This is an optimization exercise on Yosys and OpenROAD, whose aim is small area, a short achievable clock period and few clock cycles per item, not a production implementation. RTL that was checked went through simulation tests only; none was proved equivalent to the original. Power figures rest on the tool's default switching activity, not on a simulated workload.

Setup of job 101:
## apb_slave
module apb_slave (
  input  logic        PCLK,
  input  logic        PRESETn,
  input  logic [31:0] PADDR,
  input  logic        PSEL,
  input  logic        PENABLE,
  input  logic        PWRITE,
  input  logic [31:0] PWDATA,
  output logic [31:0] PRDATA,
  output logic        PREADY,
  output logic        PSLVERR
);
Size: roughly 980 cells after synthesis, about 560 flip-flops, ~20,000 µm² of cells after synthesis.
==> module apb_slave, before the edit <==
module apb_slave (
  input  logic        PCLK,
  input  logic        PRESETn,
  input  logic [31:0] PADDR,
  input  logic        PSEL,
  input  logic        PENABLE,
  input  logic        PWRITE,
  input  logic [31:0] PWDATA,
  output logic [31:0] PRDATA,
  output logic        PREADY,
  output logic        PSLVERR
);
  logic [15:0] [31:0] registers;
  logic [15:0]        written;
  logic               wr_pending;
  logic        addr_valid;
  logic [15:0] addr_dec;
  logic [15:0] wen;
  assign addr_valid = (PADDR[31:6] == 0);
  assign addr_dec   = 16'b1 << PADDR[5:2];
  assign wen        = wr_pending ? addr_dec : 16'b0;
  always_ff @(posedge PCLK or negedge PRESETn) begin
    if (!PRESETn) begin
      wr_pending <= 1'b0;
      written    <= '0;
    end else begin
      wr_pending <= PSEL && !PENABLE && PWRITE && addr_valid;
      written    <= written | wen;
    end
  end
  always_ff @(posedge PCLK) begin
    for (int i = 0; i < 16; i++)
      if (wen[i])
        registers[i] <= PWDATA;
  end
  logic [31:0] rdata;
  logic [15:0] rsel;
  apb_rsel u_rsel (.idx(PADDR[5:2]), .written(written), .sel(rsel));
  always_comb begin
    rdata = '0;
    for (int i = 0; i < 16; i++)
      rdata = rdata | (registers[i] & {32{rsel[i]}});
  end
  always_ff @(posedge PCLK) begin
    PRDATA  <= rdata;
    PSLVERR <= !addr_valid;
  end
  assign PREADY = 1'b1;
endmodule
clock: 5.0 ns
lec_check: 0
cap_margin: 20
core_margin: 2
core_utilization: 40
cts_cluster_diameter: 100
cts_cluster_size: 30
setup_slack_margin: 2.8
slew_margin: 20
synth_hierarchical: 1
standard.sh (not shown) runs the stock make flow with config.mk's settings and CLKGATE_MAP_FILE= SYNTH_SCRIPT=/design/flow/synth_recipe.tcl, a recipe that flattens the netlist after the stock synthesis.
==> flow/flow/run.sh <==
#!/bin/bash
# The standard layout, with every port buffered by a plain buf_1 (ORFS's
# buffer_ports otherwise picks a delay cell); repair_timing resizes as needed.
set -euo pipefail
bash standard.sh finish "BUFFER_PORTS_ARGS=-buffer_cell sky130_fd_sc_hd__buf_1" > standard.log 2>&1
Job 101: done, clean on timing, DRC and antenna
The following lists how job 102 was set up differently from job 101:
==> flow/design.v, changed modules only <==
module apb_slave (
  input  logic        PCLK,
  input  logic        PRESETn,
  input  logic [31:0] PADDR,
  input  logic        PSEL,
  input  logic        PENABLE,
  input  logic        PWRITE,
  input  logic [31:0] PWDATA,
  output logic [31:0] PRDATA,
  output logic        PREADY,
  output logic        PSLVERR
);
  logic [15:0] [31:0] registers;
  logic [15:0]        written;
  logic               wr_pending;
  logic        addr_valid;
  logic [15:0] addr_dec;
  logic [15:0] wen;
  assign addr_valid = (PADDR[31:6] == 0);
  assign addr_dec   = 16'b1 << PADDR[5:2];
  assign wen        = wr_pending ? addr_dec : 16'b0;
  always_ff @(posedge PCLK or negedge PRESETn) begin
    if (!PRESETn) begin
      wr_pending <= 1'b0;
      written    <= '0;
    end else begin
      wr_pending <= PSEL && !PENABLE && PWRITE && addr_valid;
      written    <= written | wen;
    end
  end
  always_ff @(posedge PCLK) begin
    for (int i = 0; i < 16; i++)
      if (wen[i])
        registers[i] <= PWDATA;
  end
  logic [31:0] rdata;
  logic [15:0] rsel_lo, rsel_hi;
  apb_rsel u_rsel_lo (.idx(PADDR[5:2]), .written(written), .sel(rsel_lo));
  apb_rsel u_rsel_hi (.idx(PADDR[5:2]), .written(written), .sel(rsel_hi));
  always_comb begin
    rdata = '0;
    for (int i = 0; i < 16; i++) begin
      rdata[15:0]  = rdata[15:0]  | (registers[i][15:0]  & {16{rsel_lo[i]}});
      rdata[31:16] = rdata[31:16] | (registers[i][31:16] & {16{rsel_hi[i]}});
    end
  end
  always_ff @(posedge PCLK) begin
    PRDATA  <= rdata;
    PSLVERR <= !addr_valid;
  end
  assign PREADY = 1'b1;
endmodule
[summary]
Per the final summary, job 102 finished and its layout is clean on timing, DRC and antenna. Job 101 vs job 102, source of the critical timing path: PADDR[2] vs PADDR[4]. Across both runs, combinational share of power was lower for job 102 than for job 101. Changes observed in job 102 relative to job 101: final cell count has increased; final worst slack has increased; sequential group share of total power has decreased. Reported net switching power, job 101 and job 102: smaller value in job 102. On cell area after layout, job 101 and job 102 are basically level. Job 102 ends up with a setup slack after placement that is 0.026 ns higher than in job 101. | final critical path time including I/O delays and setup | lower: job 102 |.
No run of this note included a check of the RTL's function; only the layout flow was run.

---

Another version of the RTL of apb_slave (not shown whole).
Size in the first run: about 1000 cells after synthesis, roughly 100 I/O pins, about 20000 µm² of cells after synthesis.
==> module apb_slave, before the edit <==
module apb_slave (
  input  logic        PCLK,
  input  logic        PRESETn,
  input  logic [31:0] PADDR,
  input  logic        PSEL,
  input  logic        PENABLE,
  input  logic        PWRITE,
  input  logic [31:0] PWDATA,
  output logic [31:0] PRDATA,
  output logic        PREADY,
  output logic        PSLVERR
);
  logic [15:0] [31:0] registers;
  logic [15:0]        written;
  logic [3:0]         wr_pending;
  logic        addr_valid;
  logic [15:0] addr_dec;
  logic [15:0] wen;
  assign addr_valid = (PADDR[31:6] == 0);
  assign addr_dec   = 16'b1 << PADDR[5:2];
  always_comb
    for (int i = 0; i < 16; i++)
      wen[i] = wr_pending[i / 4] && (PADDR[3:2] == 2'(i % 4));
  always_ff @(posedge PCLK or negedge PRESETn) begin
    if (!PRESETn) begin
      wr_pending <= '0;
      written    <= '0;
    end else begin
      wr_pending <= (PSEL && !PENABLE && PWRITE && addr_valid) ? 4'b1 << PADDR[5:4] : 4'b0;
      written    <= written | wen;
    end
  end
  always_ff @(posedge PCLK) begin
    for (int i = 0; i < 16; i++)
      if (wen[i])
        registers[i] <= PWDATA;
  end
  logic [31:0] rdata;
  logic [15:0] rsel_lo, rsel_hi;
  apb_rsel u_rsel_lo (.idx(PADDR[5:2]), .written(written), .sel(rsel_lo));
  apb_rsel u_rsel_hi (.idx(PADDR[5:2]), .written(written), .sel(rsel_hi));
  always_comb begin
    rdata = '0;
    for (int i = 0; i < 16; i++) begin
      rdata[15:0]  = rdata[15:0]  | (registers[i][15:0]  & {16{rsel_lo[i]}});
      rdata[31:16] = rdata[31:16] | (registers[i][31:16] & {16{rsel_hi[i]}});
    end
  end
  always_ff @(posedge PCLK) begin
    PRDATA  <= rdata;
    PSLVERR <= !addr_valid;
  end
  assign PREADY = 1'b1;
endmodule
clock: 5.0 ns
lec_check: 0
cap_margin: 20
core_margin: 2
core_utilization: 40
cts_cluster_diameter: 100
cts_cluster_size: 30
setup_slack_margin: 3.0
slew_margin: 20
synth_hierarchical: 1
Scripts as last shown in full above: flow/flow/run.sh
Change:
==> flow/design.v (replaced) <==
module apb_slave (
  input  logic        PCLK,
  input  logic        PRESETn,
  input  logic [31:0] PADDR,
  input  logic        PSEL,
  input  logic        PENABLE,
  input  logic        PWRITE,
  input  logic [31:0] PWDATA,
  output logic [31:0] PRDATA,
  output logic        PREADY,
  output logic        PSLVERR
);
  logic [15:0] [31:0] registers;
  logic [15:0]        written;
  logic [15:0]        wen;
  logic        addr_valid;
  logic [15:0] addr_dec;
  assign addr_valid = (PADDR[31:6] == 0);
  assign addr_dec   = 16'b1 << PADDR[5:2];
  always_ff @(posedge PCLK or negedge PRESETn) begin
    if (!PRESETn) begin
      wen        <= '0;
      written    <= '0;
    end else begin
      wen        <= (PSEL && !PENABLE && PWRITE && addr_valid) ? addr_dec : 16'b0;
      written    <= written | wen;
    end
  end
  always_ff @(posedge PCLK) begin
    for (int i = 0; i < 16; i++)
      if (wen[i])
        registers[i] <= PWDATA;
  end
  logic [31:0] rdata;
  logic [3:0][15:0] rsel;
  for (genvar g = 0; g < 4; g++) begin : g_rsel
    apb_rsel u_rsel (.idx(PADDR[5:2]), .written(written), .sel(rsel[g]));
  end
  always_comb begin
    rdata = '0;
    for (int i = 0; i < 16; i++)
      for (int b = 0; b < 32; b++)
        rdata[b] = rdata[b] | (registers[i][b] & rsel[b / 8][i]);
  end
  always_ff @(posedge PCLK) begin
    PRDATA  <= rdata;
    PSLVERR <= !addr_valid;
  end
  assign PREADY = 1'b1;
endmodule
module apb_rsel (
  input  logic [3:0]  idx,
  input  logic [15:0] written,
  output logic [15:0] sel
);
  assign sel = (16'b1 << idx) & written;
endmodule
What happened:
- sequential power grows slightly
- global-route usage came out higher by 0.83 points
- fmax went up slightly
- worst setup slack improved by 0.018 ns
- total power rises by a few percent
- synthesized cell count rose by a few percent
- non-clock buffer count decreases by 15
- final area rose by a few percent
- count of clock-buffer cells in the layout came out higher by 1
- final cell count is higher by a few percent
- clock power grows by a few percent
- routed wire length climbs by a few percent
- sequential share of layout area went down by 1.1 points
- utilization rises by 0.83 points
No functional check of the RTL was part of any run of this note.

---

Another version of the RTL of apb_slave (not shown whole).
For scale: about 980 cells after synthesis, roughly 100 I/O pins, about 20,000 µm² of cells after synthesis.
==> module apb_slave, before the edit <==
module apb_slave (
  input  logic        PCLK,
  input  logic        PRESETn,
  input  logic [31:0] PADDR,
  input  logic        PSEL,
  input  logic        PENABLE,
  input  logic        PWRITE,
  input  logic [31:0] PWDATA,
  output logic [31:0] PRDATA,
  output logic        PREADY,
  output logic        PSLVERR
);
  logic [15:0] [31:0] registers;
  logic [15:0]        written;
  logic [15:0]        wen;
  logic        addr_valid;
  logic [15:0] addr_dec;
  assign addr_valid = (PADDR[31:6] == 0);
  assign addr_dec   = 16'b1 << PADDR[5:2];
  always_ff @(posedge PCLK or negedge PRESETn) begin
    if (!PRESETn) begin
      wen        <= '0;
      written    <= '0;
    end else begin
      wen        <= (PSEL && !PENABLE && PWRITE && addr_valid) ? addr_dec : 16'b0;
      written    <= written | wen;
    end
  end
  always_ff @(posedge PCLK) begin
    for (int i = 0; i < 16; i++)
      if (wen[i])
        registers[i] <= PWDATA;
  end
  logic [31:0] rdata;
  logic [15:0] rsel_lo, rsel_hi;
  apb_rsel u_rsel_lo (.idx(PADDR[5:2]), .written(written), .sel(rsel_lo));
  apb_rsel u_rsel_hi (.idx(PADDR[5:2]), .written(written), .sel(rsel_hi));
  for (genvar b = 0; b < 32; b++) begin : g_rd
    logic [15:0] s;
    logic [5:0]  p;
    logic [1:0]  h;
    assign s = (b < 16) ? rsel_lo : rsel_hi;
    for (genvar k = 0; k < 5; k++) begin : g_p
      apb_aoi222 u_p (.a(s[3*k]), .b(registers[3*k][b]), .c(s[3*k+1]), .d(registers[3*k+1][b]),
                      .e(s[3*k+2]), .f(registers[3*k+2][b]), .y(p[k]));
    end
    assign p[5] = !(s[15] && registers[15][b]);
    apb_nand3 u_h0 (.a(p[0]), .b(p[1]), .c(p[2]), .y(h[0]));
    apb_nand3 u_h1 (.a(p[3]), .b(p[4]), .c(p[5]), .y(h[1]));
    assign rdata[b] = h[0] | h[1];
  end
  always_ff @(posedge PCLK) begin
    PRDATA  <= rdata;
    PSLVERR <= !addr_valid;
  end
  assign PREADY = 1'b1;
endmodule
Settings: LEC_CHECK=0, CAP_MARGIN=20, CORE_MARGIN=2, CORE_UTILIZATION=40, CTS_CLUSTER_DIAMETER=100, CTS_CLUSTER_SIZE=30, SETUP_SLACK_MARGIN=3.0, SLEW_MARGIN=20, SYNTH_HIERARCHICAL=1; clock period 5.0 ns.
Scripts as last shown in full above: flow/flow/run.sh
Testbench counts at the start, summed over its fixed seeds: cycles 32,000, transfers 16,000.
Edit:
--- a/flow/design.v
+++ b/flow/design.v
@@ -30,18 +30,17 @@
     for (int i = 0; i < 16; i++)
       if (wen[i])
         registers[i] <= PWDATA;
   end
   logic [31:0] rdata;
-  logic [15:0] rsel_lo, rsel_hi;
-  apb_rsel u_rsel_lo (.idx(PADDR[5:2]), .written(written), .sel(rsel_lo));
-  apb_rsel u_rsel_hi (.idx(PADDR[5:2]), .written(written), .sel(rsel_hi));
+  logic [15:0] rsel;
+  apb_rsel u_rsel (.idx(PADDR[5:2]), .written(written), .sel(rsel));
   for (genvar b = 0; b < 32; b++) begin : g_rd
     logic [15:0] s;
     logic [5:0]  p;
     logic [1:0]  h;
-    assign s = (b < 16) ? rsel_lo : rsel_hi;
+    assign s = rsel;
     for (genvar k = 0; k < 5; k++) begin : g_p
       apb_aoi222 u_p (.a(s[3*k]), .b(registers[3*k][b]), .c(s[3*k+1]), .d(registers[3*k+1][b]),
                       .e(s[3*k+2]), .f(registers[3*k+2][b]), .y(p[k]));
     end
     assign p[5] = !(s[15] && registers[15][b]);
The changed run completed without violations.
Sequential share of layout area decreases by 0.16 points.
Global-route usage increases by 2.4 points.
Utilization increases by 0.26 points.
Routed wire length increases by 7.5%.
Count of clock-buffer cells in the layout decreases by 2.
Cell area is about the same.
Combinational power increases by about 7%.
Die area decreases by 0.74%.
Area after synthesis decreases by 0.76%.
For the second run of this note, only the layout was checked, not whether the RTL still works.

static timing again, ports no longer ideal:
In the flow no input, the clock included, has a driving cell. The finished layouts below were timed again as built, in two steps. Step 1, drivers: a clkbuf_16 drives PCLK and a buf_2 each remaining input, both assumed. Step 2 times the ports against the registers' clock, not the clock port: input delays grow and output delays shrink by t, the midpoint of the rising clock arrivals with the driver on. Three values: no drivers, after step 1, after step 2; two values: the first two.
| run | shift t [ns] | slack for setup (ns) | hold slack, ns | worst setup path after step 2 | worst data-port slew with drivers (ns) |
|---|---|---|---|---|---|
| job 101 | 0.621 | 2.785 / 2.805 / 2.184 | 0.485 / 0.485 / 0.485 | input to register | 0.09 |
| job 102 | 0.619 | 2.840 / 2.819 / 2.240 | 0.354 / 0.328 / 0.488 | input to register | 0.10 |
| the first run of note 2 | 0.627 | 2.928 / 2.870 / 2.348 | 0.362 / 0.335 / 0.489 | input to register | 0.11 |
| the second run of note 2 | 0.624 | 2.946 / 2.890 / 2.403 | 0.478 / 0.456 / 0.481 | input to register | 0.07 |
| the first run of note 3 | 0.631 | 2.935 / 2.880 / 2.376 | 0.494 / 0.466 / 0.525 | input to register | 0.09 |
| the second run of note 3 | 0.638 | 2.916 / 2.860 / 2.323 | 0.478 / 0.445 / 0.561 | input to register | 0.11 |
After both steps every run listed still meets setup and hold. For job 101, which loses most, drivers alone change the setup slack by +0.020 ns; drivers and shift together by -0.601 ns.
